Context: an optimization exercise on an open-source flow, tuned for small area, a short achievable clock period and few clock cycles per item. The choices shown serve that exercise and are no tape-out recipe. In this exercise RTL edits were held to simulation tests only and were not proved equivalent to the original.

wip/ember:
// bcd_calc
module bcd_calc(
	input clk,
	input rst,
	input in_valid,
	input [19:0] in_a,
	input [19:0] in_b,
	input [1:0] in_op,        
	output in_ready,
	output out_valid,
	output [19:0] out_result,
	output out_error
);
Size: about 200 flip-flops, roughly 68 I/O pins, roughly 13000 um2 of cells after synthesis.
==> flow/config.mk <==
export PLATFORM = sky130hd
export DESIGN_NAME = bcd_calc
export DESIGN_NICKNAME = bcd_calc
export VERILOG_FILES = /design/flow/design.v
export SDC_FILE = /design/flow/constraint.sdc
export NUM_CORES = 4
export LEC_CHECK = 0
export ABC_AREA = 1
export CAP_MARGIN = 10
export CORE_MARGIN = 2
export CORE_UTILIZATION = 40
export PLACE_DENSITY = 0.6
export SLEW_MARGIN = 10
==> flow/constraint.sdc <==
create_clock -name core_clock -period 42.0 [get_ports {clk}]
set_input_delay 8.4000 -clock core_clock [delete_from_list [all_inputs] [get_ports {clk}]]
set_output_delay 8.4000 -clock core_clock [all_outputs]
set_load 0.01 [all_outputs]
standard.sh (not shown) runs the stock make flow with config.mk's settings and CLKGATE_MAP_FILE= SYNTH_SCRIPT=/design/flow/synth_recipe.tcl, a recipe that flattens the netlist after the stock synthesis.
==> flow/flow/run.sh <==
#!/bin/bash
# Own layout flow: the standard ORFS flow (standard.sh), with the port
# buffers made from sky130_fd_sc_hd__buf_2 cells instead of the cell
# buffer_ports picks by default. Each ORFS step logs to orfs/logs/; the make
# output goes to flow.log in this folder.
set -euo pipefail
bash standard.sh "BUFFER_PORTS_ARGS=-buffer_cell sky130_fd_sc_hd__buf_2" finish > flow.log 2>&1
Testbench counts of wip/ember, summed over its fixed seeds: cycles 8,048, items 8,000.
Edits applied to the flow inputs when going from wip/ember to wip/juniper:
Settings: swapping 10 for 20 in SLEW_MARGIN; swapping 10 for 20 in CAP_MARGIN.
==> flow/flow/run.sh <==
#!/bin/bash
# Own layout flow: the standard ORFS flow (standard.sh), with the port
# buffers made from sky130_fd_sc_hd__buf_2 cells and the clock tree built
# with its own options. Each ORFS step logs to orfs/logs/; the make output
# goes to flow.log in this folder.
set -euo pipefail
bash standard.sh "BUFFER_PORTS_ARGS=-buffer_cell sky130_fd_sc_hd__buf_2" "CTS_ARGS=-sink_clustering_enable -repair_clock_nets -root_buf sky130_fd_sc_hd__clkbuf_16 -buf_list sky130_fd_sc_hd__clkbuf_8 -sink_clustering_size 8 -sink_clustering_max_diameter 30 -dont_use_dummy_load" finish > flow.log 2>&1
## What came out
- wip/juniper against wip/ember: final worst slack +0.067 ns; largest clock skew in the final design +0.036 ns; number of standard cells in the final layout excluding fillers -15; all-layer global routing usage -0.27 points.
- Met3 track demand over resource (lower): wip/ember
- Summary: number of vias in the routed layout, wip/juniper better than wip/ember
- Of wip/juniper and wip/ember, the higher cell area after layout belongs to wip/ember.
- Summary — clock period minus worst slack, wip/juniper relative to wip/ember: lower, by 0.067 ns.
- Looking at wip/juniper and wip/ember, the routing usage on met1 is a wash.
#### Input delta (wip/zinc over wip/juniper)
Settings: PLACE_DENSITY changed from 0.6 to 0.9; CORE_UTILIZATION changed from 40 to 75.
Notes after the runs:
- Route | wip/zinc vs wip/juniper | wire longer in wip/zinc
- From wip/juniper to wip/zinc the numbers moved as follows: height of the chip fell 26%; first-pass GRT wire length about even.
- Sort wip/juniper and wip/zinc by met2 wirelength from detailed routing, ascending, and wip/juniper comes first.
- Utilization, wip/juniper and wip/zinc: lower on wip/juniper
- wip/zinc: starting density of the core higher than wip/juniper
- wip/zinc ended with less area growth from synthesis to layout than wip/juniper.
- Between wip/zinc and wip/juniper, it is wip/zinc whose met3 demand-to-capacity share in global routing is higher, by 2.8 points.
- There was hardly any difference in fraction of area in non-clock buffers between wip/juniper and wip/zinc.
- In the final reports, the cell area of wip/zinc is smaller than that of wip/juniper.
- Final-layout worst hold slack, wip/juniper and wip/zinc: smaller value in wip/zinc
## Diff of input files: wip/cedar against wip/zinc
Settings: CAP_MARGIN changed from 20 to 0; SLEW_MARGIN changed from 20 to 0; PLACE_DENSITY changed from 0.9 to 0.6; CORE_UTILIZATION changed from 75 to 40.
==> flow/flow/run.sh <==
#!/bin/bash
# Own layout flow: the standard ORFS flow (standard.sh), with the port
# buffers made from sky130_fd_sc_hd__buf_2 cells instead of the cell
# buffer_ports picks by default. Each ORFS step logs to orfs/logs/; the make
# output goes to flow.log in this folder.
set -euo pipefail
bash standard.sh "BUFFER_PORTS_ARGS=-buffer_cell sky130_fd_sc_hd__buf_2" finish > flow.log 2>&1
### Flow results
No stage failed in wip/cedar, and the final checks on the layout all came back clean.
Summary of wip/cedar over wip/zinc: antenna diode instance count barely changed.
wip/cedar: layout filler cell count is about 170% higher than what wip/zinc reported.
NOTE overall die area wip/zinc->wip/cedar increased by more than half
The following lists how wip/indigo was set up differently from wip/cedar:
Settings: CORE_UTILIZATION changed from 40 to 60; SLEW_MARGIN changed from 0 to 20; CAP_MARGIN changed from 0 to 20; PLACE_DENSITY changed from 0.6 to 0.75.
==> flow/flow/run.sh <==
#!/bin/bash
# Own layout flow: the standard ORFS flow (standard.sh), with the port
# buffers made from sky130_fd_sc_hd__buf_2 cells and the clock tree built
# with its own options. Each ORFS step logs to orfs/logs/; the make output
# goes to flow.log in this folder.
set -euo pipefail
bash standard.sh "BUFFER_PORTS_ARGS=-buffer_cell sky130_fd_sc_hd__buf_2" "CTS_ARGS=-sink_clustering_enable -repair_clock_nets -root_buf sky130_fd_sc_hd__clkbuf_16 -buf_list sky130_fd_sc_hd__clkbuf_8 -sink_clustering_size 8 -sink_clustering_max_diameter 30 -dont_use_dummy_load" finish > flow.log 2>&1
### Flow results
- STATUS fmax: wip/indigo wins against wip/cedar
- wip/indigo vs. wip/cedar: total vias in the final route increased by 0.44% relative to the old numbers, site row count decreased by 19% relative to the old numbers, final non-filler cell total decreased by about 8% relative to the old numbers.
Modified inputs, wip/amber compared to wip/indigo
Settings: an added CTS_BUF_LIST of sky130_fd_sc_hd__clkbuf_8 sky130_fd_sc_hd__clkbuf_16; a change of PLACE_DENSITY from 0.75 to 0.6; a change of CORE_UTILIZATION from 60 to 40.
==> flow/flow/run.sh <==
#!/bin/bash
# Own layout flow: the standard ORFS flow (standard.sh), with the port
# buffers made from sky130_fd_sc_hd__buf_2 cells instead of the cell
# buffer_ports picks by default. Each ORFS step logs to orfs/logs/; the make
# output goes to flow.log in this folder.
set -euo pipefail
bash standard.sh "BUFFER_PORTS_ARGS=-buffer_cell sky130_fd_sc_hd__buf_2" finish > flow.log 2>&1
--- outcome ---
- | final non-filler cell area | wip/amber vs wip/indigo | about 4.3% higher |
- Against wip/indigo, final HPWL from detailed placement in wip/amber came out worse.
- Cell count after placement for wip/amber: 7.6% up relative to wip/indigo

afterwards: timing with drivers on the ports:
In the flow no input, the clock included, has a driving cell. The finished layouts below were timed again as built, in two steps. Step 1, drivers: a clkbuf_16 drives clk and a buf_2 each remaining input, both assumed. Step 2 also shifts input and output timing later by t, the mid clock arrival at the registers, as if the neighbouring blocks saw the same clock. a / b / c = no drivers / after step 1 / after step 2; a / b = the first two.
run	shift t [ns]	slack for setup (ns)	worst setup path after step 2	worst register clock-pin slew, ns
wip/ember	0.485	32.696 / 32.645 / 32.993	register to register	0.09 / 0.09
wip/juniper	0.427	32.763 / 32.715 / 33.032	register to register	0.12 / 0.12
wip/zinc	0.417	32.710 / 32.665 / 33.082	register to output	0.11 / 0.11
wip/cedar	0.485	32.696 / 32.645 / 32.993	register to register	0.09 / 0.09
wip/indigo	0.404	32.750 / 32.703 / 33.107	register to output	0.10 / 0.10
wip/amber	0.485	32.696 / 32.645 / 32.993	register to register	0.09 / 0.09
After both steps every run listed still meets setup and hold.
